Background: an optimization exercise with open tools, aiming at small area and a short achievable clock period. Do not read the settings as production practice. Only the layout flow was run in this run; the RTL was not checked for function there.

===== design/flow/flow/run.sh =====
#!/bin/bash
# Standard ORFS layout, with buf_2 port buffers (buf_1 on the outputs, flow/outbuf.tcl after
# global placement), and timing repair aiming for 11 ns of setup slack at the design's clock
# period (a tighter internal target), working on the worst paths only (TNS_END_PERCENT=0).
set -euo pipefail
export POST_GLOBAL_PLACE_TCL="$(pwd)/flow/outbuf.tcl"
bash standard.sh "BUFFER_PORTS_ARGS=-buffer_cell sky130_fd_sc_hd__buf_2" "SETUP_SLACK_MARGIN=11" "TNS_END_PERCENT=0" finish > make_finish.log 2>&1

===== design/flow/design.v =====
`timescale 1ns / 1ps
module HalfAdder(
    input a,
    input b,
    output f,
    output carryOut
    );
    assign f = a ^ b;
    assign carryOut = a & b;
endmodule
module HalfAdderN(
    input an,
    input bn,
    output fn,
    output carryOutN
    );
    Xnor2 x(an, bn, fn);
    Or2 o(an, bn, carryOutN);
endmodule
module Or2(input a, input b, output y);
    assign y = a | b;
endmodule
`timescale 1ns / 1ps
module FullAdder(
    input a,
    input b,
    input carryIn,
    output sum,
    output carryOut
    );
    assign sum = a ^ b ^ carryIn;
    assign carryOut = (a & b) | (a & carryIn) | (b & carryIn);
endmodule
`timescale 1ns / 1ps
module Inv(input a, output y);
    assign y = ~a;
endmodule
module Nand2(input a, input b, output y);
    assign y = ~(a & b);
endmodule
module Nor2(input a, input b, output y);
    assign y = ~(a | b);
endmodule
module Aoi21(input a, input b, input c, output y);
    assign y = ~((a & b) | c);
endmodule
module Oai21(input a, input b, input c, output y);
    assign y = ~((a | b) & c);
endmodule
module Xor2(input a, input b, output y);
    assign y = a ^ b;
endmodule
module Xnor2(input a, input b, output y);
    assign y = ~(a ^ b);
endmodule
module Ao21(input a, input b, input c, output y);
    assign y = (a & b) | c;
endmodule
module Ao22(input a, input b, input c, input d, output y);
    assign y = (a & b) | (c & d);
endmodule
module And2(input a, input b, output y);
    assign y = a & b;
endmodule
module Aoi22(input a, input b, input c, input d, output y);
    assign y = ~((a & b) | (c & d));
endmodule
module Aoi21b(input a, input b, input cn, output y);
    assign y = ~((a & b) | ~cn);
endmodule
module Oai21b(input a, input b, input cn, output y);
    assign y = ~((a | b) & ~cn);
endmodule
`timescale 1ns / 1ps
module MACRegister(
    input clk,
    input rst,
    input [1:0] opcode,
    input [15:0] a,
    input [15:0] b,
    output [31:0] dataOut
    );
    reg [31:0] register;
    assign dataOut = register;
    wire [31:0] rt = ~register;
    wire pp0_0 = ~(a[0] & b[0]), pp0_1 = ~(a[0] & b[1]), pp0_2 = ~(a[0] & b[2]), pp0_3 = ~(a[0] & b[3]), pp0_4 = ~(a[0] & b[4]), pp0_5 = ~(a[0] & b[5]), pp0_6 = ~(a[0] & b[6]), pp0_7 = ~(a[0] & b[7]), pp0_8 = ~(a[0] & b[8]), pp0_9 = ~(a[0] & b[9]), pp0_10 = ~(a[0] & b[10]), pp0_11 = ~(a[0] & b[11]), pp0_12 = ~(a[0] & b[12]), pp0_13 = ~(a[0] & b[13]), pp0_14 = ~(a[0] & b[14]), pp0_15 = ~(a[0] & b[15]);
    wire pp1_0 = ~(a[1] & b[0]), pp1_1 = ~(a[1] & b[1]), pp1_2 = ~(a[1] & b[2]), pp1_3 = ~(a[1] & b[3]), pp1_4 = ~(a[1] & b[4]), pp1_5 = ~(a[1] & b[5]), pp1_6 = ~(a[1] & b[6]), pp1_7 = ~(a[1] & b[7]), pp1_8 = ~(a[1] & b[8]), pp1_9 = ~(a[1] & b[9]), pp1_10 = ~(a[1] & b[10]), pp1_11 = ~(a[1] & b[11]), pp1_12 = ~(a[1] & b[12]), pp1_13 = ~(a[1] & b[13]), pp1_14 = ~(a[1] & b[14]), pp1_15 = ~(a[1] & b[15]);
    wire pp2_0 = ~(a[2] & b[0]), pp2_1 = ~(a[2] & b[1]), pp2_2 = ~(a[2] & b[2]), pp2_3 = ~(a[2] & b[3]), pp2_4 = ~(a[2] & b[4]), pp2_5 = ~(a[2] & b[5]), pp2_6 = ~(a[2] & b[6]), pp2_7 = ~(a[2] & b[7]), pp2_8 = ~(a[2] & b[8]), pp2_9 = ~(a[2] & b[9]), pp2_10 = ~(a[2] & b[10]), pp2_11 = ~(a[2] & b[11]), pp2_12 = ~(a[2] & b[12]), pp2_13 = ~(a[2] & b[13]), pp2_14 = ~(a[2] & b[14]), pp2_15 = ~(a[2] & b[15]);
    wire pp3_0 = ~(a[3] & b[0]), pp3_1 = ~(a[3] & b[1]), pp3_2 = ~(a[3] & b[2]), pp3_3 = ~(a[3] & b[3]), pp3_4 = ~(a[3] & b[4]), pp3_5 = ~(a[3] & b[5]), pp3_6 = ~(a[3] & b[6]), pp3_7 = ~(a[3] & b[7]), pp3_8 = ~(a[3] & b[8]), pp3_9 = ~(a[3] & b[9]), pp3_10 = ~(a[3] & b[10]), pp3_11 = ~(a[3] & b[11]), pp3_12 = ~(a[3] & b[12]), pp3_13 = ~(a[3] & b[13]), pp3_14 = ~(a[3] & b[14]), pp3_15 = ~(a[3] & b[15]);
    wire pp4_0 = ~(a[4] & b[0]), pp4_1 = ~(a[4] & b[1]), pp4_2 = ~(a[4] & b[2]), pp4_3 = ~(a[4] & b[3]), pp4_4 = ~(a[4] & b[4]), pp4_5 = ~(a[4] & b[5]), pp4_6 = ~(a[4] & b[6]), pp4_7 = ~(a[4] & b[7]), pp4_8 = ~(a[4] & b[8]), pp4_9 = ~(a[4] & b[9]), pp4_10 = ~(a[4] & b[10]), pp4_11 = ~(a[4] & b[11]), pp4_12 = ~(a[4] & b[12]), pp4_13 = ~(a[4] & b[13]), pp4_14 = ~(a[4] & b[14]), pp4_15 = ~(a[4] & b[15]);
    wire pp5_0 = ~(a[5] & b[0]), pp5_1 = ~(a[5] & b[1]), pp5_2 = ~(a[5] & b[2]), pp5_3 = ~(a[5] & b[3]), pp5_4 = ~(a[5] & b[4]), pp5_5 = ~(a[5] & b[5]), pp5_6 = ~(a[5] & b[6]), pp5_7 = ~(a[5] & b[7]), pp5_8 = ~(a[5] & b[8]), pp5_9 = ~(a[5] & b[9]), pp5_10 = ~(a[5] & b[10]), pp5_11 = ~(a[5] & b[11]), pp5_12 = ~(a[5] & b[12]), pp5_13 = ~(a[5] & b[13]), pp5_14 = ~(a[5] & b[14]), pp5_15 = ~(a[5] & b[15]);
    wire pp6_0 = ~(a[6] & b[0]), pp6_1 = ~(a[6] & b[1]), pp6_2 = ~(a[6] & b[2]), pp6_3 = ~(a[6] & b[3]), pp6_4 = ~(a[6] & b[4]), pp6_5 = ~(a[6] & b[5]), pp6_6 = ~(a[6] & b[6]), pp6_7 = ~(a[6] & b[7]), pp6_8 = ~(a[6] & b[8]), pp6_9 = ~(a[6] & b[9]), pp6_10 = ~(a[6] & b[10]), pp6_11 = ~(a[6] & b[11]), pp6_12 = ~(a[6] & b[12]), pp6_13 = ~(a[6] & b[13]), pp6_14 = ~(a[6] & b[14]), pp6_15 = ~(a[6] & b[15]);
    wire pp7_0 = ~(a[7] & b[0]), pp7_1 = ~(a[7] & b[1]), pp7_2 = ~(a[7] & b[2]), pp7_3 = ~(a[7] & b[3]), pp7_4 = ~(a[7] & b[4]), pp7_5 = ~(a[7] & b[5]), pp7_6 = ~(a[7] & b[6]), pp7_7 = ~(a[7] & b[7]), pp7_8 = ~(a[7] & b[8]), pp7_9 = ~(a[7] & b[9]), pp7_10 = ~(a[7] & b[10]), pp7_11 = ~(a[7] & b[11]), pp7_12 = ~(a[7] & b[12]), pp7_13 = ~(a[7] & b[13]), pp7_14 = ~(a[7] & b[14]), pp7_15 = ~(a[7] & b[15]);
    wire pp8_0 = ~(a[8] & b[0]), pp8_1 = ~(a[8] & b[1]), pp8_2 = ~(a[8] & b[2]), pp8_3 = ~(a[8] & b[3]), pp8_4 = ~(a[8] & b[4]), pp8_5 = ~(a[8] & b[5]), pp8_6 = ~(a[8] & b[6]), pp8_7 = ~(a[8] & b[7]), pp8_8 = ~(a[8] & b[8]), pp8_9 = ~(a[8] & b[9]), pp8_10 = ~(a[8] & b[10]), pp8_11 = ~(a[8] & b[11]), pp8_12 = ~(a[8] & b[12]), pp8_13 = ~(a[8] & b[13]), pp8_14 = ~(a[8] & b[14]), pp8_15 = ~(a[8] & b[15]);
    wire pp9_0 = ~(a[9] & b[0]), pp9_1 = ~(a[9] & b[1]), pp9_2 = ~(a[9] & b[2]), pp9_3 = ~(a[9] & b[3]), pp9_4 = ~(a[9] & b[4]), pp9_5 = ~(a[9] & b[5]), pp9_6 = ~(a[9] & b[6]), pp9_7 = ~(a[9] & b[7]), pp9_8 = ~(a[9] & b[8]), pp9_9 = ~(a[9] & b[9]), pp9_10 = ~(a[9] & b[10]), pp9_11 = ~(a[9] & b[11]), pp9_12 = ~(a[9] & b[12]), pp9_13 = ~(a[9] & b[13]), pp9_14 = ~(a[9] & b[14]), pp9_15 = ~(a[9] & b[15]);
    wire pp10_0 = ~(a[10] & b[0]), pp10_1 = ~(a[10] & b[1]), pp10_2 = ~(a[10] & b[2]), pp10_3 = ~(a[10] & b[3]), pp10_4 = ~(a[10] & b[4]), pp10_5 = ~(a[10] & b[5]), pp10_6 = ~(a[10] & b[6]), pp10_7 = ~(a[10] & b[7]), pp10_8 = ~(a[10] & b[8]), pp10_9 = ~(a[10] & b[9]), pp10_10 = ~(a[10] & b[10]), pp10_11 = ~(a[10] & b[11]), pp10_12 = ~(a[10] & b[12]), pp10_13 = ~(a[10] & b[13]), pp10_14 = ~(a[10] & b[14]), pp10_15 = ~(a[10] & b[15]);
    wire pp11_0 = ~(a[11] & b[0]), pp11_1 = ~(a[11] & b[1]), pp11_2 = ~(a[11] & b[2]), pp11_3 = ~(a[11] & b[3]), pp11_4 = ~(a[11] & b[4]), pp11_5 = ~(a[11] & b[5]), pp11_6 = ~(a[11] & b[6]), pp11_7 = ~(a[11] & b[7]), pp11_8 = ~(a[11] & b[8]), pp11_9 = ~(a[11] & b[9]), pp11_10 = ~(a[11] & b[10]), pp11_11 = ~(a[11] & b[11]), pp11_12 = ~(a[11] & b[12]), pp11_13 = ~(a[11] & b[13]), pp11_14 = ~(a[11] & b[14]), pp11_15 = ~(a[11] & b[15]);
    wire pp12_0 = ~(a[12] & b[0]), pp12_1 = ~(a[12] & b[1]), pp12_2 = ~(a[12] & b[2]), pp12_3 = ~(a[12] & b[3]), pp12_4 = ~(a[12] & b[4]), pp12_5 = ~(a[12] & b[5]), pp12_6 = ~(a[12] & b[6]), pp12_7 = ~(a[12] & b[7]), pp12_8 = ~(a[12] & b[8]), pp12_9 = ~(a[12] & b[9]), pp12_10 = ~(a[12] & b[10]), pp12_11 = ~(a[12] & b[11]), pp12_12 = ~(a[12] & b[12]), pp12_13 = ~(a[12] & b[13]), pp12_14 = ~(a[12] & b[14]), pp12_15 = ~(a[12] & b[15]);
    wire pp13_0 = ~(a[13] & b[0]), pp13_1 = ~(a[13] & b[1]), pp13_2 = ~(a[13] & b[2]), pp13_3 = ~(a[13] & b[3]), pp13_4 = ~(a[13] & b[4]), pp13_5 = ~(a[13] & b[5]), pp13_6 = ~(a[13] & b[6]), pp13_7 = ~(a[13] & b[7]), pp13_8 = ~(a[13] & b[8]), pp13_9 = ~(a[13] & b[9]), pp13_10 = ~(a[13] & b[10]), pp13_11 = ~(a[13] & b[11]), pp13_12 = ~(a[13] & b[12]), pp13_13 = ~(a[13] & b[13]), pp13_14 = ~(a[13] & b[14]), pp13_15 = ~(a[13] & b[15]);
    wire pp14_0 = ~(a[14] & b[0]), pp14_1 = ~(a[14] & b[1]), pp14_2 = ~(a[14] & b[2]), pp14_3 = ~(a[14] & b[3]), pp14_4 = ~(a[14] & b[4]), pp14_5 = ~(a[14] & b[5]), pp14_6 = ~(a[14] & b[6]), pp14_7 = ~(a[14] & b[7]), pp14_8 = ~(a[14] & b[8]), pp14_9 = ~(a[14] & b[9]), pp14_10 = ~(a[14] & b[10]), pp14_11 = ~(a[14] & b[11]), pp14_12 = ~(a[14] & b[12]), pp14_13 = ~(a[14] & b[13]), pp14_14 = ~(a[14] & b[14]), pp14_15 = ~(a[14] & b[15]);
    wire pp15_0 = ~(a[15] & b[0]), pp15_1 = ~(a[15] & b[1]), pp15_2 = ~(a[15] & b[2]), pp15_3 = ~(a[15] & b[3]), pp15_4 = ~(a[15] & b[4]), pp15_5 = ~(a[15] & b[5]), pp15_6 = ~(a[15] & b[6]), pp15_7 = ~(a[15] & b[7]), pp15_8 = ~(a[15] & b[8]), pp15_9 = ~(a[15] & b[9]), pp15_10 = ~(a[15] & b[10]), pp15_11 = ~(a[15] & b[11]), pp15_12 = ~(a[15] & b[12]), pp15_13 = ~(a[15] & b[13]), pp15_14 = ~(a[15] & b[14]), pp15_15 = ~(a[15] & b[15]);
    wire s1, c2, s3, c4, s5, c6, s7, c8, s9, c10, s11, c12, s13, c14, s15, c16;
    wire s17, c18, s19, c20, s21, c22, s23, c24, s25, c26, s27, c28, s29, c30, s31, c32;
    wire s33, c34, s35, c36, s37, c38, s39, c40, s41, c42, s43, c44, s45, c46, s47, c48;
    wire s49, c50, s51, c52, s53, c54, s55, c56, s57, c58, s59, c60, s61, c62, s63, c64;
    wire s65, c66, s67, c68, s69, c70, s71, c72, s73, c74, s75, c76, s77, c78, s79, c80;
    wire s81, c82, s83, c84, s85, c86, s87, c88, s89, c90, s91, c92, s93, c94, s95, c96;
    wire s97, c98, s99, c100, s101, c102, s103, c104, s105, c106, s107, c108, s109, c110, s111, c112;
    wire s113, c114, s115, c116, s117, c118, s119, c120, s121, c122, s123, c124, s125, c126, s127, c128;
    wire s129, c130, s131, c132, s133, c134, s135, c136, s137, c138, s139, c140, s141, c142, s143, c144;
    wire s145, c146, s147, c148, s149, c150, s151, c152, s153, c154, s155, c156, s157, c158, s159, c160;
    wire s161, c162, s163, c164, s165, c166, s167, c168, s169, c170, s171, c172, s173, c174, s175, c176;
    wire s177, c178, s179, c180, s181, c182, s183, c184, s185, c186, s187, c188, s189, c190, s191, c192;
    wire s193, c194, s195, c196, s197, c198, s199, c200, s201, c202, s203, c204, s205, c206, s207, c208;
    wire s209, c210, s211, c212, s213, c214, s215, c216, s217, c218, s219, c220, s221, c222, s223, c224;
    wire s225, c226, s227, c228, s229, c230, s231, c232, s233, c234, s235, c236, s237, c238, s239, c240;
    wire s241, c242, s243, c244, s245, c246, s247, c248, s249, c250, s251, c252, s253, c254, s255, c256;
    wire s257, c258, s259, c260, s261, c262, s263, c264, s265, c266, s267, c268, s269, c270, s271, c272;
    wire s273, c274, s275, c276, s277, c278, s279, c280, s281, c282, s283, c284, s285, c286, s287, c288;
    wire s289, c290, s291, c292, s293, c294, s295, c296, s297, c298, s299, c300, s301, c302, s303, c304;
    wire s305, c306, s307, c308, s309, c310, s311, c312, s313, c314, s315, c316, s317, c318, s319, c320;
    wire s321, c322, s323, c324, s325, c326, s327, c328, s329, c330, s331, c332, s333, c334, s335, c336;
    wire s337, c338, s339, c340, s341, c342, s343, c344, s345, c346, s347, c348, s349, c350, s351, c352;
    wire s353, c354, s355, c356, s357, c358, s359, c360, s361, c362, s363, c364, s365, c366, s367, c368;
    wire s369, c370, s371, c372, s373, c374, s375, c376, s377, c378, s379, c380, s381, c382, s383, c384;
    wire s385, c386, s387, c388, s389, c390, s391, c392, s393, c394, s395, c396, s397, c398, s399, c400;
    wire s401, c402, s403, c404, s405, c406, s407, c408, s409, c410, s411, c412, s413, c414, s415, c416;
    wire s417, c418, s419, c420, s421, c422, s423, c424, s425, c426, s427, c428, s429, c430, s431, c432;
    wire s433, c434, s435, c436, s437, c438, s439, c440, s441, c442, s443, c444, s445, c446, s447, c448;
    wire s449, c450, s451, c452, s453, c454, s455, c456, s457, c458, s459, c460, s461, c462, s463, c464;
    wire s465, c466, s467, c468, s469, c470, s471, c472, s473, c474, s475, c476, s477, c478, s479, c480;
    wire s481, c482, s483, c484, s485, c486, s487, c488, s489, c490, s491, c492;
    HalfAdderN ha0(rt[12], pp0_12, s1, c2);
    FullAdder fa0(rt[13], pp0_13, pp10_3, s3, c4);
    HalfAdderN ha1(pp11_2, pp12_1, s5, c6);
    FullAdder fa1(rt[14], pp0_14, pp10_4, s7, c8);
    FullAdder fa2(pp11_3, pp12_2, pp13_1, s9, c10);
    HalfAdderN ha2(pp14_0, pp1_13, s11, c12);
    FullAdder fa3(rt[15], pp0_15, pp10_5, s13, c14);
    FullAdder fa4(pp11_4, pp12_3, pp13_2, s15, c16);
    FullAdder fa5(pp14_1, pp15_0, pp1_14, s17, c18);
    HalfAdderN ha3(pp2_13, pp3_12, s19, c20);
    FullAdder fa6(rt[16], pp10_6, pp11_5, s21, c22);
    FullAdder fa7(pp12_4, pp13_3, pp14_2, s23, c24);
    FullAdder fa8(pp15_1, pp1_15, pp2_14, s25, c26);
    HalfAdderN ha4(pp3_13, pp4_12, s27, c28);
    FullAdder fa9(rt[17], pp10_7, pp11_6, s29, c30);
    FullAdder fa10(pp12_5, pp13_4, pp14_3, s31, c32);
    FullAdder fa11(pp15_2, pp2_15, pp3_14, s33, c34);
    FullAdder fa12(rt[18], pp10_8, pp11_7, s35, c36);
    FullAdder fa13(pp12_6, pp13_5, pp14_4, s37, c38);
    FullAdder fa14(rt[19], pp10_9, pp11_8, s39, c40);
    HalfAdderN ha5(rt[8], pp0_8, s41, c42);
    FullAdder fa15(rt[9], pp0_9, pp1_8, s43, c44);
    HalfAdderN ha6(pp2_7, pp3_6, s45, c46);
    FullAdder fa16(rt[10], pp0_10, pp10_0, s47, c48);
    FullAdder fa17(pp1_9, pp2_8, pp3_7, s49, c50);
    HalfAdderN ha7(pp4_6, pp5_5, s51, c52);
    FullAdder fa18(rt[11], pp0_11, pp10_1, s53, c54);
    FullAdder fa19(pp11_0, pp1_10, pp2_9, s55, c56);
    FullAdder fa20(pp3_8, pp4_7, pp5_6, s57, c58);
    HalfAdderN ha8(pp6_5, pp7_4, s59, c60);
    FullAdder fa21(pp10_2, pp11_1, pp12_0, s61, c62);
    FullAdder fa22(pp1_11, pp2_10, pp3_9, s63, c64);
    FullAdder fa23(pp4_8, pp5_7, pp6_6, s65, c66);
    FullAdder fa24(pp7_5, pp8_4, pp9_3, s67, c68);
    FullAdder fa25(pp13_0, pp1_12, pp2_11, s69, c70);
    FullAdder fa26(pp3_10, pp4_9, pp5_8, s71, c72);
    FullAdder fa27(pp6_7, pp7_6, pp8_5, s73, c74);
    FullAdder fa28(pp9_4, c2, s5, s75, c76);
    FullAdder fa29(pp2_12, pp3_11, pp4_10, s77, c78);
    FullAdder fa30(pp5_9, pp6_8, pp7_7, s79, c80);
    FullAdder fa31(pp8_6, pp9_5, c6, s81, c82);
    FullAdder fa32(s11, c4, s7, s83, c84);
    FullAdder fa33(pp4_11, pp5_10, pp6_9, s85, c86);
    FullAdder fa34(pp7_8, pp8_7, pp9_6, s87, c88);
    FullAdder fa35(c12, s19, c8, s89, c90);
    FullAdder fa36(c10, s13, s15, s91, c92);
    FullAdder fa37(pp5_11, pp6_10, pp7_9, s93, c94);
    FullAdder fa38(pp8_8, pp9_7, c20, s95, c96);
    FullAdder fa39(s27, c14, c16, s97, c98);
    FullAdder fa40(c18, s21, s23, s99, c100);
    FullAdder fa41(pp4_13, pp5_12, pp6_11, s101, c102);
    FullAdder fa42(pp7_10, pp8_9, pp9_8, s103, c104);
    FullAdder fa43(c28, c22, c24, s105, c106);
    FullAdder fa44(c26, s29, s31, s107, c108);
    FullAdder fa45(pp15_3, pp3_15, pp4_14, s109, c110);
    FullAdder fa46(pp5_13, pp6_12, pp7_11, s111, c112);
    FullAdder fa47(pp8_10, pp9_9, c30, s113, c114);
    FullAdder fa48(c32, c34, s35, s115, c116);
    FullAdder fa49(pp12_7, pp13_6, pp14_5, s117, c118);
    FullAdder fa50(pp15_4, pp4_15, pp5_14, s119, c120);
    FullAdder fa51(pp6_13, pp7_12, pp8_11, s121, c122);
    FullAdder fa52(pp9_10, c36, c38, s123, c124);
    FullAdder fa53(rt[20], pp10_10, pp11_9, s125, c126);
    FullAdder fa54(pp12_8, pp13_7, pp14_6, s127, c128);
    FullAdder fa55(pp15_5, pp5_15, pp6_14, s129, c130);
    FullAdder fa56(pp7_13, pp8_12, pp9_11, s131, c132);
    FullAdder fa57(rt[21], pp10_11, pp11_10, s133, c134);
    FullAdder fa58(pp12_9, pp13_8, pp14_7, s135, c136);
    FullAdder fa59(pp15_6, pp6_15, pp7_14, s137, c138);
    FullAdder fa60(rt[22], pp10_12, pp11_11, s139, c140);
    FullAdder fa61(pp12_10, pp13_9, pp14_8, s141, c142);
    FullAdder fa62(rt[23], pp10_13, pp11_12, s143, c144);
    HalfAdderN ha9(rt[5], pp0_5, s145, c146);
    FullAdder fa63(rt[6], pp0_6, pp1_5, s147, c148);
    HalfAdderN ha10(pp2_4, pp3_3, s149, c150);
    FullAdder fa64(rt[7], pp0_7, pp1_6, s151, c152);
    FullAdder fa65(pp2_5, pp3_4, pp4_3, s153, c154);
    HalfAdderN ha11(pp5_2, pp6_1, s155, c156);
    FullAdder fa66(pp1_7, pp2_6, pp3_5, s157, c158);
    FullAdder fa67(pp4_4, pp5_3, pp6_2, s159, c160);
    FullAdder fa68(pp7_1, pp8_0, s41, s161, c162);
    FullAdder fa69(pp4_5, pp5_4, pp6_3, s163, c164);
    FullAdder fa70(pp7_2, pp8_1, pp9_0, s165, c166);
    FullAdder fa71(c42, s45, s43, s167, c168);
    FullAdder fa72(pp6_4, pp7_3, pp8_2, s169, c170);
    FullAdder fa73(pp9_1, c46, s51, s171, c172);
    FullAdder fa74(c44, s47, s49, s173, c174);
    FullAdder fa75(pp8_3, pp9_2, c52, s175, c176);
    FullAdder fa76(s59, c48, c50, s177, c178);
    FullAdder fa77(s53, s55, s57, s179, c180);
    FullAdder fa78(c60, s1, c54, s181, c182);
    FullAdder fa79(c56, c58, s61, s183, c184);
    FullAdder fa80(s63, s65, s67, s185, c186);
    FullAdder fa81(c62, c64, c66, s187, c188);
    FullAdder fa82(c68, s3, s69, s189, c190);
    FullAdder fa83(s71, s73, s75, s191, c192);
    FullAdder fa84(c70, c72, c74, s193, c194);
    FullAdder fa85(s77, s79, s9, s195, c196);
    FullAdder fa86(c76, s81, s83, s197, c198);
    FullAdder fa87(c78, c80, s17, s199, c200);
    FullAdder fa88(s85, s87, c82, s201, c202);
    FullAdder fa89(c84, s89, s91, s203, c204);
    FullAdder fa90(c86, c88, s25, s205, c206);
    FullAdder fa91(s93, s95, c90, s207, c208);
    FullAdder fa92(s97, c92, s99, s209, c210);
    FullAdder fa93(c94, s101, s103, s211, c212);
    FullAdder fa94(s33, c96, c98, s213, c214);
    FullAdder fa95(s105, c100, s107, s215, c216);
    FullAdder fa96(c102, c104, s109, s217, c218);
    FullAdder fa97(s111, s37, c106, s219, c220);
    FullAdder fa98(s113, c108, s115, s221, c222);
    FullAdder fa99(c110, c112, s39, s223, c224);
    FullAdder fa100(s117, s119, s121, s225, c226);
    FullAdder fa101(c114, s123, c116, s227, c228);
    FullAdder fa102(c40, c118, c120, s229, c230);
    FullAdder fa103(c122, s125, s127, s231, c232);
    FullAdder fa104(s129, s131, c124, s233, c234);
    FullAdder fa105(pp8_13, pp9_12, c126, s235, c236);
    FullAdder fa106(c128, c130, c132, s237, c238);
    FullAdder fa107(s133, s135, s137, s239, c240);
    FullAdder fa108(pp15_7, pp7_15, pp8_14, s241, c242);
    FullAdder fa109(pp9_13, c134, c136, s243, c244);
    FullAdder fa110(c138, s139, s141, s245, c246);
    FullAdder fa111(pp12_11, pp13_10, pp14_9, s247, c248);
    FullAdder fa112(pp15_8, pp8_15, pp9_14, s249, c250);
    FullAdder fa113(c140, c142, s143, s251, c252);
    FullAdder fa114(rt[24], pp10_14, pp11_13, s253, c254);
    FullAdder fa115(pp12_12, pp13_11, pp14_10, s255, c256);
    FullAdder fa116(pp15_9, pp9_15, c144, s257, c258);
    FullAdder fa117(rt[25], pp10_15, pp11_14, s259, c260);
    FullAdder fa118(pp12_13, pp13_12, pp14_11, s261, c262);
    FullAdder fa119(rt[26], pp11_15, pp12_14, s263, c264);
    HalfAdderN ha12(rt[3], pp0_3, s265, c266);
    FullAdder fa120(rt[4], pp0_4, pp1_3, s267, c268);
    HalfAdderN ha13(pp2_2, pp3_1, s269, c270);
    FullAdder fa121(pp1_4, pp2_3, pp3_2, s271, c272);
    FullAdder fa122(pp4_1, pp5_0, s145, s273, c274);
    FullAdder fa123(pp4_2, pp5_1, pp6_0, s275, c276);
    FullAdder fa124(c146, s149, s147, s277, c278);
    FullAdder fa125(pp7_0, c150, s155, s279, c280);
    FullAdder fa126(c148, s151, s153, s281, c282);
    FullAdder fa127(c156, c152, c154, s283, c284);
    FullAdder fa128(s157, s159, s161, s285, c286);
    FullAdder fa129(c158, c160, s163, s287, c288);
    FullAdder fa130(s165, c162, s167, s289, c290);
    FullAdder fa131(c164, c166, s169, s291, c292);
    FullAdder fa132(s171, c168, s173, s293, c294);
    FullAdder fa133(c170, c172, s175, s295, c296);
    FullAdder fa134(c174, s177, s179, s297, c298);
    FullAdder fa135(c176, c178, s181, s299, c300);
    FullAdder fa136(c180, s183, s185, s301, c302);
    FullAdder fa137(c182, c184, c186, s303, c304);
    FullAdder fa138(s187, s189, s191, s305, c306);
    FullAdder fa139(c188, c190, s193, s307, c308);
    FullAdder fa140(s195, c192, s197, s309, c310);
    FullAdder fa141(c194, c196, s199, s311, c312);
    FullAdder fa142(s201, c198, s203, s313, c314);
    FullAdder fa143(c200, s205, c202, s315, c316);
    FullAdder fa144(s207, c204, s209, s317, c318);
    FullAdder fa145(c206, s211, c208, s319, c320);
    FullAdder fa146(s213, c210, s215, s321, c322);
    FullAdder fa147(c212, s217, c214, s323, c324);
    FullAdder fa148(s219, c216, s221, s325, c326);
    FullAdder fa149(c218, s223, s225, s327, c328);
    FullAdder fa150(c220, c222, s227, s329, c330);
    FullAdder fa151(c224, s229, c226, s331, c332);
    FullAdder fa152(s231, s233, c228, s333, c334);
    FullAdder fa153(s235, c230, c232, s335, c336);
    FullAdder fa154(s237, s239, c234, s337, c338);
    FullAdder fa155(s241, c236, s243, s339, c340);
    FullAdder fa156(c238, c240, s245, s341, c342);
    FullAdder fa157(c242, s247, s249, s343, c344);
    FullAdder fa158(c244, c246, s251, s345, c346);
    FullAdder fa159(c248, c250, s253, s347, c348);
    FullAdder fa160(s255, s257, c252, s349, c350);
    FullAdder fa161(pp15_10, c254, c256, s351, c352);
    FullAdder fa162(s259, s261, c258, s353, c354);
    FullAdder fa163(pp13_13, pp14_12, pp15_11, s355, c356);
    FullAdder fa164(c260, c262, s263, s357, c358);
    FullAdder fa165(rt[27], pp12_15, pp13_14, s359, c360);
    FullAdder fa166(pp14_13, pp15_12, c264, s361, c362);
    FullAdder fa167(rt[28], pp13_15, pp14_14, s363, c364);
    HalfAdderN ha14(rt[2], pp0_2, s365, c366);
    FullAdder fa168(pp1_2, pp2_1, pp3_0, s367, c368);
    FullAdder fa169(pp4_0, c266, s269, s369, c370);
    FullAdder fa170(c270, c268, s271, s371, c372);
    FullAdder fa171(c272, s275, c274, s373, c374);
    FullAdder fa172(c276, s279, c278, s375, c376);
    FullAdder fa173(c280, c282, s283, s377, c378);
    FullAdder fa174(c284, s287, c286, s379, c380);
    FullAdder fa175(c288, s291, c290, s381, c382);
    FullAdder fa176(c292, s295, c294, s383, c384);
    FullAdder fa177(c296, s299, c298, s385, c386);
    FullAdder fa178(c300, c302, s303, s387, c388);
    FullAdder fa179(c304, s307, c306, s389, c390);
    FullAdder fa180(c308, s311, c310, s391, c392);
    FullAdder fa181(c312, s315, c314, s393, c394);
    FullAdder fa182(c316, s319, c318, s395, c396);
    FullAdder fa183(c320, s323, c322, s397, c398);
    FullAdder fa184(s327, c324, c326, s399, c400);
    FullAdder fa185(c328, s331, c330, s401, c402);
    FullAdder fa186(s335, c332, s337, s403, c404);
    FullAdder fa187(c336, s339, s341, s405, c406);
    FullAdder fa188(s343, c340, c342, s407, c408);
    FullAdder fa189(c344, s347, c346, s409, c410);
    FullAdder fa190(s351, c348, s353, s411, c412);
    FullAdder fa191(s355, c352, s357, s413, c414);
    FullAdder fa192(c356, s359, s361, s415, c416);
    FullAdder fa193(pp15_13, c360, s363, s417, c418);
    FullAdder fa194(rt[29], pp14_15, pp15_14, s419, c420);
    HalfAdderN ha15(rt[1], pp0_1, s421, c422);
    FullAdder fa195(pp1_1, pp2_0, s365, s423, c424);
    FullAdder fa196(c366, s265, s367, s425, c426);
    FullAdder fa197(c368, s267, s369, s427, c428);
    FullAdder fa198(c370, s273, s371, s429, c430);
    FullAdder fa199(c372, s277, s373, s431, c432);
    FullAdder fa200(s281, c374, s375, s433, c434);
    FullAdder fa201(c376, s285, s377, s435, c436);
    FullAdder fa202(c378, s289, s379, s437, c438);
    FullAdder fa203(s293, c380, s381, s439, c440);
    FullAdder fa204(s297, c382, s383, s441, c442);
    FullAdder fa205(s301, c384, s385, s443, c444);
    FullAdder fa206(s305, c386, s387, s445, c446);
    FullAdder fa207(c388, s309, s389, s447, c448);
    FullAdder fa208(s313, c390, s391, s449, c450);
    FullAdder fa209(s317, c392, s393, s451, c452);
    FullAdder fa210(s321, c394, s395, s453, c454);
    FullAdder fa211(s325, c396, s397, s455, c456);
    FullAdder fa212(s329, c398, s399, s457, c458);
    FullAdder fa213(s333, c400, s401, s459, c460);
    FullAdder fa214(c334, s403, c402, s461, c462);
    FullAdder fa215(c338, s405, c404, s463, c464);
    FullAdder fa216(s345, c406, s407, s465, c466);
    FullAdder fa217(s349, c408, s409, s467, c468);
    FullAdder fa218(c350, s411, c410, s469, c470);
    FullAdder fa219(c354, s413, c412, s471, c472);
    FullAdder fa220(c358, c414, s415, s473, c474);
    FullAdder fa221(c362, s417, c416, s475, c476);
    FullAdder fa222(c364, s419, c418, s477, c478);
    FullAdder fa223(rt[30], pp15_15, c420, s479, c480);
    HalfAdderN ha16(rt[0], pp0_0, s481, c482);
    FullAdder fa224(pp1_0, c482, s421, s483, c484);
    FullAdder fa225(c422, c484, s423, s485, c486);
    FullAdder fa226(c424, s425, c486, s487, c488);
    FullAdder fa227(c426, s427, c488, s489, c490);
    FullAdder fa228(c428, s429, c490, s491, c492);
    wire [31:0] x = {c480, c478, c476, c474, c472, c470, c468, c466, c464, c462, c460, c458, c456, c454, c452, c450, c448, c446, c444, c442, c440, c438, c436, c434, c432, c430, s491, s489, s487, s485, s483, s481};
    wire [31:0] y = {rt[31], s479, s477, s475, s473, s471, s469, s467, s465, s463, s461, s459, s457, s455, s453, s451, s449, s447, s445, s443, s441, s439, s437, s435, s433, s431, 1'b1, 1'b1, 1'b1, 1'b1, 1'b1, 1'b1};
    wire n493, n494, n495, n496, n497, n498, n499, n500, n501, n502, n503, n504, n505, n506, n507, n508, n509, n510, n511, n512, n513, n514, n515, n516, n517, n518, n519, n520, n521, n522, n523, n524, n525, n526, n527, n528, n529, n530, n531, n532, n533, n534, n535, n536, n537, n538, n539, n540, n541, n542, n543, n544, n545, n546, n547, n548, n549, n550, n551, n552, n553, n554, n555, n556, n557, n558, n559, n560, n561, n562, n563, n564, n565, n566, n567, n568, n569, n570, n571, n572, n573, n574, n575, n576, n577, n578, n579, n580, n581, n582, n583, n584, n585, n586, n587, n588, n589, n590, n591, n592, n593, n594, n595, n596, n597, n598, n599, n600, n601, n602, n603, n604, n605, n606, n607, n608, n609, n610, n611, n612, n613, n614, n615, n616, n617, n618, n619, n620, n621, n622, n623, n624, n625, n626, n627, n628, n629, n630, n631, n632, n633, n634, n635, n636, n637, n638, n639, n640, n641, n642, n643, n644, n645, n646, n647, n648, n649, n650, n651, n652, n653, n654, n655, n656, n657, n658, n659, n660, n661, n662, n663, n664, n665, n666, n667, n668, n669, n670, n671, n672, n673, n674, n675, n676, n677, n678, n679, n680, n681, n682, n683, n684, n685, n686, n687, n688, n689, n690, n691, n692, n693, n694, n695, n696, n697, n698, n699, n700, n701, n702, n703, n704, n705, n706, n707, n708, n709, n710;
    Xor2 u_n493(x[6], y[6], n493);
    Nand2 u_n494(x[6], y[6], n494);
    Nor2 u_n495(x[6], y[6], n495);
    Inv u_n496(c492, n496);
    Oai21 u_n497(n495, n496, n494, n497);
    Xor2 u_n498(x[7], y[7], n498);
    Nand2 u_n499(x[7], y[7], n499);
    Nor2 u_n500(x[7], y[7], n500);
    Xor2 u_n501(x[8], y[8], n501);
    Nand2 u_n502(x[8], y[8], n502);
    Nor2 u_n503(x[8], y[8], n503);
    Xor2 u_n504(x[9], y[9], n504);
    Nand2 u_n505(x[9], y[9], n505);
    Nor2 u_n506(x[9], y[9], n506);
    Xor2 u_n507(x[10], y[10], n507);
    Nand2 u_n508(x[10], y[10], n508);
    Nor2 u_n509(x[10], y[10], n509);
    Xor2 u_n510(x[11], y[11], n510);
    Nand2 u_n511(x[11], y[11], n511);
    Nor2 u_n512(x[11], y[11], n512);
    Xor2 u_n513(x[12], y[12], n513);
    Nand2 u_n514(x[12], y[12], n514);
    Nor2 u_n515(x[12], y[12], n515);
    Xor2 u_n516(x[13], y[13], n516);
    Nand2 u_n517(x[13], y[13], n517);
    Nor2 u_n518(x[13], y[13], n518);
    Xor2 u_n519(x[14], y[14], n519);
    Nand2 u_n520(x[14], y[14], n520);
    Nor2 u_n521(x[14], y[14], n521);
    Xor2 u_n522(x[15], y[15], n522);
    Nand2 u_n523(x[15], y[15], n523);
    Nor2 u_n524(x[15], y[15], n524);
    Xor2 u_n525(x[16], y[16], n525);
    Nand2 u_n526(x[16], y[16], n526);
    Nor2 u_n527(x[16], y[16], n527);
    Xor2 u_n528(x[17], y[17], n528);
    Nand2 u_n529(x[17], y[17], n529);
    Nor2 u_n530(x[17], y[17], n530);
    Xor2 u_n531(x[18], y[18], n531);
    Nand2 u_n532(x[18], y[18], n532);
    Nor2 u_n533(x[18], y[18], n533);
    Xor2 u_n534(x[19], y[19], n534);
    Nand2 u_n535(x[19], y[19], n535);
    Nor2 u_n536(x[19], y[19], n536);
    Xor2 u_n537(x[20], y[20], n537);
    Nand2 u_n538(x[20], y[20], n538);
    Nor2 u_n539(x[20], y[20], n539);
    Xor2 u_n540(x[21], y[21], n540);
    Nand2 u_n541(x[21], y[21], n541);
    Nor2 u_n542(x[21], y[21], n542);
    Xor2 u_n543(x[22], y[22], n543);
    Nand2 u_n544(x[22], y[22], n544);
    Nor2 u_n545(x[22], y[22], n545);
    Xor2 u_n546(x[23], y[23], n546);
    Nand2 u_n547(x[23], y[23], n547);
    Nor2 u_n548(x[23], y[23], n548);
    Xor2 u_n549(x[24], y[24], n549);
    Nand2 u_n550(x[24], y[24], n550);
    Nor2 u_n551(x[24], y[24], n551);
    Xor2 u_n552(x[25], y[25], n552);
    Nand2 u_n553(x[25], y[25], n553);
    Nor2 u_n554(x[25], y[25], n554);
    Xor2 u_n555(x[26], y[26], n555);
    Nand2 u_n556(x[26], y[26], n556);
    Nor2 u_n557(x[26], y[26], n557);
    Xor2 u_n558(x[27], y[27], n558);
    Nand2 u_n559(x[27], y[27], n559);
    Nor2 u_n560(x[27], y[27], n560);
    Xor2 u_n561(x[28], y[28], n561);
    Nand2 u_n562(x[28], y[28], n562);
    Nor2 u_n563(x[28], y[28], n563);
    Xor2 u_n564(x[29], y[29], n564);
    Nand2 u_n565(x[29], y[29], n565);
    Nor2 u_n566(x[29], y[29], n566);
    Xor2 u_n567(x[30], y[30], n567);
    Nand2 u_n568(x[30], y[30], n568);
    Nor2 u_n569(x[30], y[30], n569);
    Xor2 u_n570(x[31], y[31], n570);
    Nand2 u_n571(x[31], y[31], n571);
    Nor2 u_n572(x[31], y[31], n572);
    Inv u_n573(n500, n573);
    Aoi21b u_n574(n573, n497, n499, n574);
    Oai21 u_n575(n506, n502, n505, n575);
    Nor2 u_n576(n506, n503, n576);
    Oai21 u_n577(n512, n508, n511, n577);
    Nor2 u_n578(n512, n509, n578);
    Oai21 u_n579(n518, n514, n517, n579);
    Nor2 u_n580(n518, n515, n580);
    Oai21 u_n581(n524, n520, n523, n581);
    Nor2 u_n582(n524, n521, n582);
    Oai21 u_n583(n530, n526, n529, n583);
    Nor2 u_n584(n530, n527, n584);
    Oai21 u_n585(n536, n532, n535, n585);
    Nor2 u_n586(n536, n533, n586);
    Oai21 u_n587(n542, n538, n541, n587);
    Nor2 u_n588(n542, n539, n588);
    Oai21 u_n589(n548, n544, n547, n589);
    Nor2 u_n590(n548, n545, n590);
    Oai21 u_n591(n554, n550, n553, n591);
    Nor2 u_n592(n554, n551, n592);
    Oai21 u_n593(n560, n556, n559, n593);
    Nor2 u_n594(n560, n557, n594);
    Oai21 u_n595(n566, n562, n565, n595);
    Nor2 u_n596(n566, n563, n596);
    Oai21 u_n597(n572, n568, n571, n597);
    Nor2 u_n598(n572, n569, n598);
    Oai21 u_n599(n503, n574, n502, n599);
    Inv u_n600(n576, n600);
    Oai21b u_n601(n600, n574, n575, n601);
    Inv u_n602(n515, n602);
    Aoi21b u_n603(n602, n577, n514, n603);
    Nand2 u_n604(n602, n578, n604);
    Aoi21 u_n605(n580, n577, n579, n605);
    Nand2 u_n606(n580, n578, n606);
    Inv u_n607(n527, n607);
    Aoi21b u_n608(n607, n581, n526, n608);
    Nand2 u_n609(n607, n582, n609);
    Aoi21 u_n610(n584, n581, n583, n610);
    Nand2 u_n611(n584, n582, n611);
    Inv u_n612(n539, n612);
    Aoi21b u_n613(n612, n585, n538, n613);
    Nand2 u_n614(n612, n586, n614);
    Aoi21 u_n615(n588, n585, n587, n615);
    Nand2 u_n616(n588, n586, n616);
    Inv u_n617(n551, n617);
    Aoi21b u_n618(n617, n589, n550, n618);
    Nand2 u_n619(n617, n590, n619);
    Aoi21 u_n620(n592, n589, n591, n620);
    Nand2 u_n621(n592, n590, n621);
    Inv u_n622(n563, n622);
    Aoi21b u_n623(n622, n593, n562, n623);
    Nand2 u_n624(n622, n594, n624);
    Aoi21 u_n625(n596, n593, n595, n625);
    Nand2 u_n626(n596, n594, n626);
    Inv u_n627(n509, n627);
    Aoi21b u_n628(n627, n601, n508, n628);
    Aoi21 u_n629(n578, n601, n577, n629);
    Inv u_n630(n604, n630);
    Aoi21b u_n631(n630, n601, n603, n631);
    Inv u_n632(n606, n632);
    Aoi21b u_n633(n632, n601, n605, n633);
    Oai21 u_n634(n533, n610, n532, n634);
    Nor2 u_n635(n533, n611, n635);
    Inv u_n636(n586, n636);
    Oai21b u_n637(n636, n610, n585, n637);
    Nor2 u_n638(n636, n611, n638);
    Oai21 u_n639(n614, n610, n613, n639);
    Nor2 u_n640(n614, n611, n640);
    Oai21 u_n641(n616, n610, n615, n641);
    Nor2 u_n642(n616, n611, n642);
    Oai21 u_n643(n557, n620, n556, n643);
    Nor2 u_n644(n557, n621, n644);
    Inv u_n645(n594, n645);
    Oai21b u_n646(n645, n620, n593, n646);
    Nor2 u_n647(n645, n621, n647);
    Oai21 u_n648(n624, n620, n623, n648);
    Nor2 u_n649(n624, n621, n649);
    Oai21 u_n650(n626, n620, n625, n650);
    Nor2 u_n651(n626, n621, n651);
    Oai21 u_n652(n521, n633, n520, n652);
    Inv u_n653(n582, n653);
    Oai21b u_n654(n653, n633, n581, n654);
    Oai21 u_n655(n609, n633, n608, n655);
    Oai21 u_n656(n611, n633, n610, n656);
    Inv u_n657(n635, n657);
    Oai21b u_n658(n657, n633, n634, n658);
    Inv u_n659(n638, n659);
    Oai21b u_n660(n659, n633, n637, n660);
    Inv u_n661(n640, n661);
    Oai21b u_n662(n661, n633, n639, n662);
    Inv u_n663(n642, n663);
    Oai21b u_n664(n663, n633, n641, n664);
    Inv u_n665(n569, n665);
    Aoi21b u_n666(n665, n650, n568, n666);
    Nand2 u_n667(n665, n651, n667);
    Aoi21 u_n668(n598, n650, n597, n668);
    Nand2 u_n669(n598, n651, n669);
    Inv u_n670(n545, n670);
    Aoi21b u_n671(n670, n664, n544, n671);
    Aoi21 u_n672(n590, n664, n589, n672);
    Inv u_n673(n619, n673);
    Aoi21b u_n674(n673, n664, n618, n674);
    Inv u_n675(n621, n675);
    Aoi21b u_n676(n675, n664, n620, n676);
    Aoi21 u_n677(n644, n664, n643, n677);
    Aoi21 u_n678(n647, n664, n646, n678);
    Aoi21 u_n679(n649, n664, n648, n679);
    Aoi21 u_n680(n651, n664, n650, n680);
    Inv u_n681(n667, n681);
    Aoi21b u_n682(n681, n664, n666, n682);
    Inv u_n683(n669, n683);
    Aoi21b u_n684(n683, n664, n668, n684);
    wire sM = ~rst & (opcode == 2'd2);
    wire sL = ~rst & (opcode == 2'd1);
    wire sH = ~rst & (opcode[0] == opcode[1]);
    wire [31:0] other, nxt;
    Ao22 u_o0(sL, b[0], sH, register[0], other[0]);
    Ao22 u_o1(sL, b[1], sH, register[1], other[1]);
    Ao22 u_o2(sL, b[2], sH, register[2], other[2]);
    Ao22 u_o3(sL, b[3], sH, register[3], other[3]);
    Ao22 u_o4(sL, b[4], sH, register[4], other[4]);
    Ao22 u_o5(sL, b[5], sH, register[5], other[5]);
    Ao22 u_o6(sL, b[6], sH, register[6], other[6]);
    Ao22 u_o7(sL, b[7], sH, register[7], other[7]);
    Ao22 u_o8(sL, b[8], sH, register[8], other[8]);
    Ao22 u_o9(sL, b[9], sH, register[9], other[9]);
    Ao22 u_o10(sL, b[10], sH, register[10], other[10]);
    Ao22 u_o11(sL, b[11], sH, register[11], other[11]);
    Ao22 u_o12(sL, b[12], sH, register[12], other[12]);
    Ao22 u_o13(sL, b[13], sH, register[13], other[13]);
    Ao22 u_o14(sL, b[14], sH, register[14], other[14]);
    Ao22 u_o15(sL, b[15], sH, register[15], other[15]);
    Ao22 u_o16(sL, a[0], sH, register[16], other[16]);
    Ao22 u_o17(sL, a[1], sH, register[17], other[17]);
    Ao22 u_o18(sL, a[2], sH, register[18], other[18]);
    Ao22 u_o19(sL, a[3], sH, register[19], other[19]);
    Ao22 u_o20(sL, a[4], sH, register[20], other[20]);
    Ao22 u_o21(sL, a[5], sH, register[21], other[21]);
    Ao22 u_o22(sL, a[6], sH, register[22], other[22]);
    Ao22 u_o23(sL, a[7], sH, register[23], other[23]);
    Ao22 u_o24(sL, a[8], sH, register[24], other[24]);
    Ao22 u_o25(sL, a[9], sH, register[25], other[25]);
    Ao22 u_o26(sL, a[10], sH, register[26], other[26]);
    Ao22 u_o27(sL, a[11], sH, register[27], other[27]);
    Ao22 u_o28(sL, a[12], sH, register[28], other[28]);
    Ao22 u_o29(sL, a[13], sH, register[29], other[29]);
    Ao22 u_o30(sL, a[14], sH, register[30], other[30]);
    Ao22 u_o31(sL, a[15], sH, register[31], other[31]);
    assign nxt[0] = (sM & ~x[0]) | other[0];
    assign nxt[1] = (sM & ~x[1]) | other[1];
    assign nxt[2] = (sM & ~x[2]) | other[2];
    assign nxt[3] = (sM & ~x[3]) | other[3];
    assign nxt[4] = (sM & ~x[4]) | other[4];
    assign nxt[5] = (sM & ~x[5]) | other[5];
    Xnor2 u_n685(n493, c492, n685);
    Ao21 u_d6(sM, n685, other[6], nxt[6]);
    Xnor2 u_n686(n498, n497, n686);
    Ao21 u_d7(sM, n686, other[7], nxt[7]);
    Xor2 u_n687(n501, n574, n687);
    Ao21 u_d8(sM, n687, other[8], nxt[8]);
    Xnor2 u_n688(n504, n599, n688);
    Ao21 u_d9(sM, n688, other[9], nxt[9]);
    Xnor2 u_n689(n507, n601, n689);
    Ao21 u_d10(sM, n689, other[10], nxt[10]);
    Xor2 u_n690(n510, n628, n690);
    Ao21 u_d11(sM, n690, other[11], nxt[11]);
    Xor2 u_n691(n513, n629, n691);
    Ao21 u_d12(sM, n691, other[12], nxt[12]);
    Xor2 u_n692(n516, n631, n692);
    Ao21 u_d13(sM, n692, other[13], nxt[13]);
    Xor2 u_n693(n519, n633, n693);
    Ao21 u_d14(sM, n693, other[14], nxt[14]);
    Xnor2 u_n694(n522, n652, n694);
    Ao21 u_d15(sM, n694, other[15], nxt[15]);
    Xnor2 u_n695(n525, n654, n695);
    Ao21 u_d16(sM, n695, other[16], nxt[16]);
    Xnor2 u_n696(n528, n655, n696);
    Ao21 u_d17(sM, n696, other[17], nxt[17]);
    Xnor2 u_n697(n531, n656, n697);
    Ao21 u_d18(sM, n697, other[18], nxt[18]);
    Xnor2 u_n698(n534, n658, n698);
    Ao21 u_d19(sM, n698, other[19], nxt[19]);
    Xnor2 u_n699(n537, n660, n699);
    Ao21 u_d20(sM, n699, other[20], nxt[20]);
    Xnor2 u_n700(n540, n662, n700);
    Ao21 u_d21(sM, n700, other[21], nxt[21]);
    Xnor2 u_n701(n543, n664, n701);
    Ao21 u_d22(sM, n701, other[22], nxt[22]);
    Xor2 u_n702(n546, n671, n702);
    Ao21 u_d23(sM, n702, other[23], nxt[23]);
    Xor2 u_n703(n549, n672, n703);
    Ao21 u_d24(sM, n703, other[24], nxt[24]);
    Xor2 u_n704(n552, n674, n704);
    Ao21 u_d25(sM, n704, other[25], nxt[25]);
    Xor2 u_n705(n555, n676, n705);
    Ao21 u_d26(sM, n705, other[26], nxt[26]);
    Xor2 u_n706(n558, n677, n706);
    Ao21 u_d27(sM, n706, other[27], nxt[27]);
    Xor2 u_n707(n561, n678, n707);
    Ao21 u_d28(sM, n707, other[28], nxt[28]);
    Xor2 u_n708(n564, n679, n708);
    Ao21 u_d29(sM, n708, other[29], nxt[29]);
    Xor2 u_n709(n567, n680, n709);
    Ao21 u_d30(sM, n709, other[30], nxt[30]);
    Xor2 u_n710(n570, n682, n710);
    Ao21 u_d31(sM, n710, other[31], nxt[31]);
    always @ (posedge clk)
        register <= nxt;
endmodule

===== design/flow/flow/outbuf.tcl =====
# After global placement: the buffers that buffer_ports put on the output ports drive only
# the port's load, so give them drive strength 1.
set db [ord::get_db]
set small [$db findMaster sky130_fd_sc_hd__buf_1]
set n 0
foreach bterm [[ord::get_db_block] getBTerms] {
  if {[$bterm getIoType] ne "OUTPUT"} { continue }
  set net [$bterm getNet]
  foreach iterm [$net getITerms] {
    if {![$iterm isOutputSignal]} { continue }
    set inst [$iterm getInst]
    if {[string match sky130_fd_sc_hd__buf_* [[$inst getMaster] getName]]} {
      $inst swapMaster $small
      incr n
    }
  }
}
puts "outbuf.tcl: $n output port buffers set to buf_1"

===== design/flow/standard.sh =====
#!/bin/bash
# synth_recipe.tcl (not shown) runs the flow's synth.tcl, then flattens the netlist and writes it again
# the make line also repeats each setting of config.mk as NAME=value (left out here)
make -C /OpenROAD-flow-scripts/flow DESIGN_CONFIG=/design/flow/config.mk WORK_HOME=/design/flow/orfs CLKGATE_MAP_FILE= SYNTH_SCRIPT=/design/flow/synth_recipe.tcl "${@:-finish}"

===== design/flow/constraint.sdc =====
create_clock -name core_clock -period 19.0 [get_ports {clk}]
set_input_delay 3.8000 -clock core_clock [delete_from_list [all_inputs] [get_ports {clk}]]
set_output_delay 3.8000 -clock core_clock [all_outputs]
set_load 0.01 [all_outputs]

===== design/flow/config.mk =====
export PLATFORM = sky130hd
export DESIGN_NAME = MACRegister
export DESIGN_NICKNAME = MACRegister
export VERILOG_FILES = /design/flow/design.v
export SDC_FILE = /design/flow/constraint.sdc
export NUM_CORES = 4
export LEC_CHECK = 0
export CAP_MARGIN = 20
export CORE_MARGIN = 2
export CORE_UTILIZATION = 55
export CTS_BUF_LIST = sky130_fd_sc_hd__clkbuf_8
export PLACE_DENSITY = 0.75
export SETUP_SLACK_MARGIN = 1.0
export SLEW_MARGIN = 20
export SYNTH_HIERARCHICAL = 1
export SYNTH_MINIMUM_KEEP_SIZE = 0

==> results.txt <==
[cell families after synthesis]
| family | synth area share [%] |
|---|---|
| compound gates | 10.4 |
| buf+inv | 9.74 |
| xor+xnor | 6.65 |
| flops | 7.05 |
| fa+ha+maj | 50.7 |
| simple gates | 15.4 |
[per-layer routing]
metal / up-vias / GRT usage, % / share of wire [%] / wire length [um]
li1: 2868 / - / - / -
met1: 3493 / 36.5 / 37 / 8840
met2: 404 / 46.6 / 48 / 11400
met3: 96 / 6.44 / 9.6 / 2290
met4: 0 / 13.9 / 5.0 / 1190
met5: - / 0 / 0 / 0
[how the worst max path moves through the flow]
stage / endpoint / cells after the start
2_1_floorplan: register[24] / 18
3_3_place_gp: register[28] / 17
3_5_place_dp: register[26] / 17
4_1_cts: register[27] / 18
5_1_grt: register[27] / 18
6_report: register[27] / 17
[per-module statistics from Yosys (local to each module, per instance), excerpt]
module	times used	flip-flops and latches	cells inside	cell area [sq um]
Oai21	22	0	1	5.00
MACRegister	1	32	398	2500
Aoi21b	14	0	1	11.3
Inv	23	0	1	3.75
Oai21b	8	0	1	7.51
Nor2	44	0	1	3.75
Xor2	40	0	1	8.76
Xnor2	29	0	1	8.76
Ao22	32	0	1	8.76
Aoi21	11	0	1	8.76
[worst max-delay path, cell delays in order]
cell and delay (ns):
buf_6 0.19, nand2_1 0.12, or2_1 0.28, fa_1 0.54, fa_1 0.44, fa_1 0.39, fa_1 0.47, fa_1 0.65
nand2_1 0.13, o21ai_2 0.24, a21oi_2 0.12, o21ai_1 0.18, o21bai_4 0.15, buf_12 0.16, a21oi_2 0.06, xor2_1 0.16
a21o_1 0.16
[cell type report]
type | count | area, sq um
repair buffers | 75 | 562
multi-input cells | 775 | 7620
flip-flops and latches | 32 | 641
fillers | 1439 | 6610
well taps | 216 | 270
clock buffers | 5 | 68.8
clock inverters | 2 | 8.76
inverters | 58 | 218
[cells in the final DEF (no fill, tap or decap), types with 3 or more instances in the layout]
cell type and instances:
buf_4 14, nor2_1 37, a21boi_2 13, fa_1 228, buf_2 3, xnor2_1 29, o21bai_1 12, clkbuf_4 3
clkbuf_8 5, or2_1 17, nand2_2 4, nand2_1 288, inv_1 58, buf_1 32, nor2_2 7, a22o_1 32
o21ai_1 19, a21oi_2 11, dfxtp_1 32, xor2_1 40, buf_8 6, a21o_1 26, buf_6 15, o21ai_2 3
[stage by stage]
stage / hold slack [ns] / util [%] / instance area (sq um)
after floorplan: 0.604 / - / 9100
after global placement: 0.552 / 56.6 / 9050
after detailed placement: 0.552 / 56.3 / 9010
after CTS: 0.579 / 58.2 / 9310
after global routing: 0.617 / 58.7 / 9390
final: 0.578 / 58.7 / 9390
[repair_timing]
| action | in CTS | in global routing |
|---|---|---|
| hold endpoints to repair | 0 | 0 |
| pin swaps | 3 | 6 |
| gates resized for setup | 52 | 21 |
| setup endpoints to repair | 18 | 17 |
| setup buffers | 5 | 1 |
==> results.txt <==
sequential area share after synthesis 7.05%; Avg Cell Area, Syn 9.78 sq um; f_max 0.124 GHz; Rows 46; terminus of the critical flop-to-flop path register[27]; clock transition at the registers of the reported paths 0.08 ns; Tightest Pin Transition between 0.6 and 0.7 ns; Crit Path Class in2reg; DRC viols 0; Pre-antenna DRT Iters 6; vias in the first global route 7374; fin nets 1214; first-pass GRT wire length 38800 um; final hold viol count 0; Yosys cell types 21; maxcap violations 0; I/O pin count 68; Post-DRT Antenna Nets 0; ranking of synthesized cells by area fa_1 (50%), nand2_1 (12%), dfxtp_1 (7.1%), buf_6 (5.3%), xor2_1 (3.9%); cell with the most instances after synthesis nand2_1; insertion delay to the later sink of the worst-skew pair 0.33 ns; Final Slew Violations 0; Setup Skew 0.00857 ns; Post-synth top cells nand2_1 (289), fa_1 (229), inv_1 (58), nor2_1 (44), buf_6 (43); layout cells sized above 1 10.0%; CP arrival 8.27 ns; area of the core 16000 sq um; Overflow after GRT 0; R2R setup slack 14.18 ns; most area-hungry cell type in the Yosys netlist fa_1; Max Root-Sink Buffers 2; startpoint class of the critical path input pin; Final Critical Period 8.05 ns; Placed Instances 1150; Largest regs register (32); hold path cells 2; Ys Warns 7; Mapped Area 9080 sq um; hold path start register[30]; #FFs+latches synth 32; Rel. slew slack 54.8%; FFs w/ async S/R, synth 0%; final std cells w/o fill between 1000 and 1500; Via Count 6861; Avg WL per Cell approximately 20 um; WL final 23700 um; status no timing/DRC/antenna violations; Post-Syn Nets 1196; Crit Path Max Fanout 17; R2R cell count 16; DP Worst Slack 10.19 ns; Post-synth top flop dfxtp_1; diodes inserted 0; CTS buffer count 5; worst hold path class reg2reg; full die area 17600 sq um; EDFF count, synth 0; # setup viols final 0; final period utilization 42.4%; Reg with most FFs register; CTS tree built; detailed placer's ending HPWL around 17000 um; clock root buffer clkbuf_8; Starting Density 56.8%; R2R Path Start register[15]; RSZ-0062 raised after global routing true; Worst Setup SP b[12]; GRT Total Usage 28.6%; Synth top area share between 50 and 60%; Die X 133 um; number of DRC markers in iteration 0 531; PortBufs 67; largest net degree at the start of global routing 33; setup TNS 0 ns; Chip Height 133 um; CTS Hold Bufs 0; initial antenna violation count 0; Worst Setup End Kind register; Post-Synthesis Cells 929; final worst slack about 11 ns; vias per cell 5.90; max reg flops 32; Clock Sinks 32; Area Overhead vs Synth 3.35%; Required @ worst endpoint 19.22 ns; hold endpoint register[30]; htree depth 2

## what the ideal ports hide
In the flow no input, the clock included, has a driving cell. The finished layout below was timed again as built, in two steps. Step 1: set_driving_cell puts a clkbuf_16 on clk and a buf_2 on each other input, an assumption about the parent block. Step 2 adds t to the input delays and takes it off the output delays; t is the mean of the earliest and latest rising clock arrival at the registers after step 1. Input paths then give back, and output paths get back, about the clock's delay inside the block. Slacks: no drivers / after step 1 / after step 2; pairs: no drivers / after step 1.
t (ns): 0.361
slack for setup (ns): 10.948 / 10.938 / 10.577
clock arrival spread, ns: 0.008 / 0.009
slew at the worst register clock pin (ns): 0.09 / 0.09
After both steps setup and hold are still met in this run. For this run, drivers alone change the setup slack by -0.010 ns; drivers and shift together by -0.371 ns.
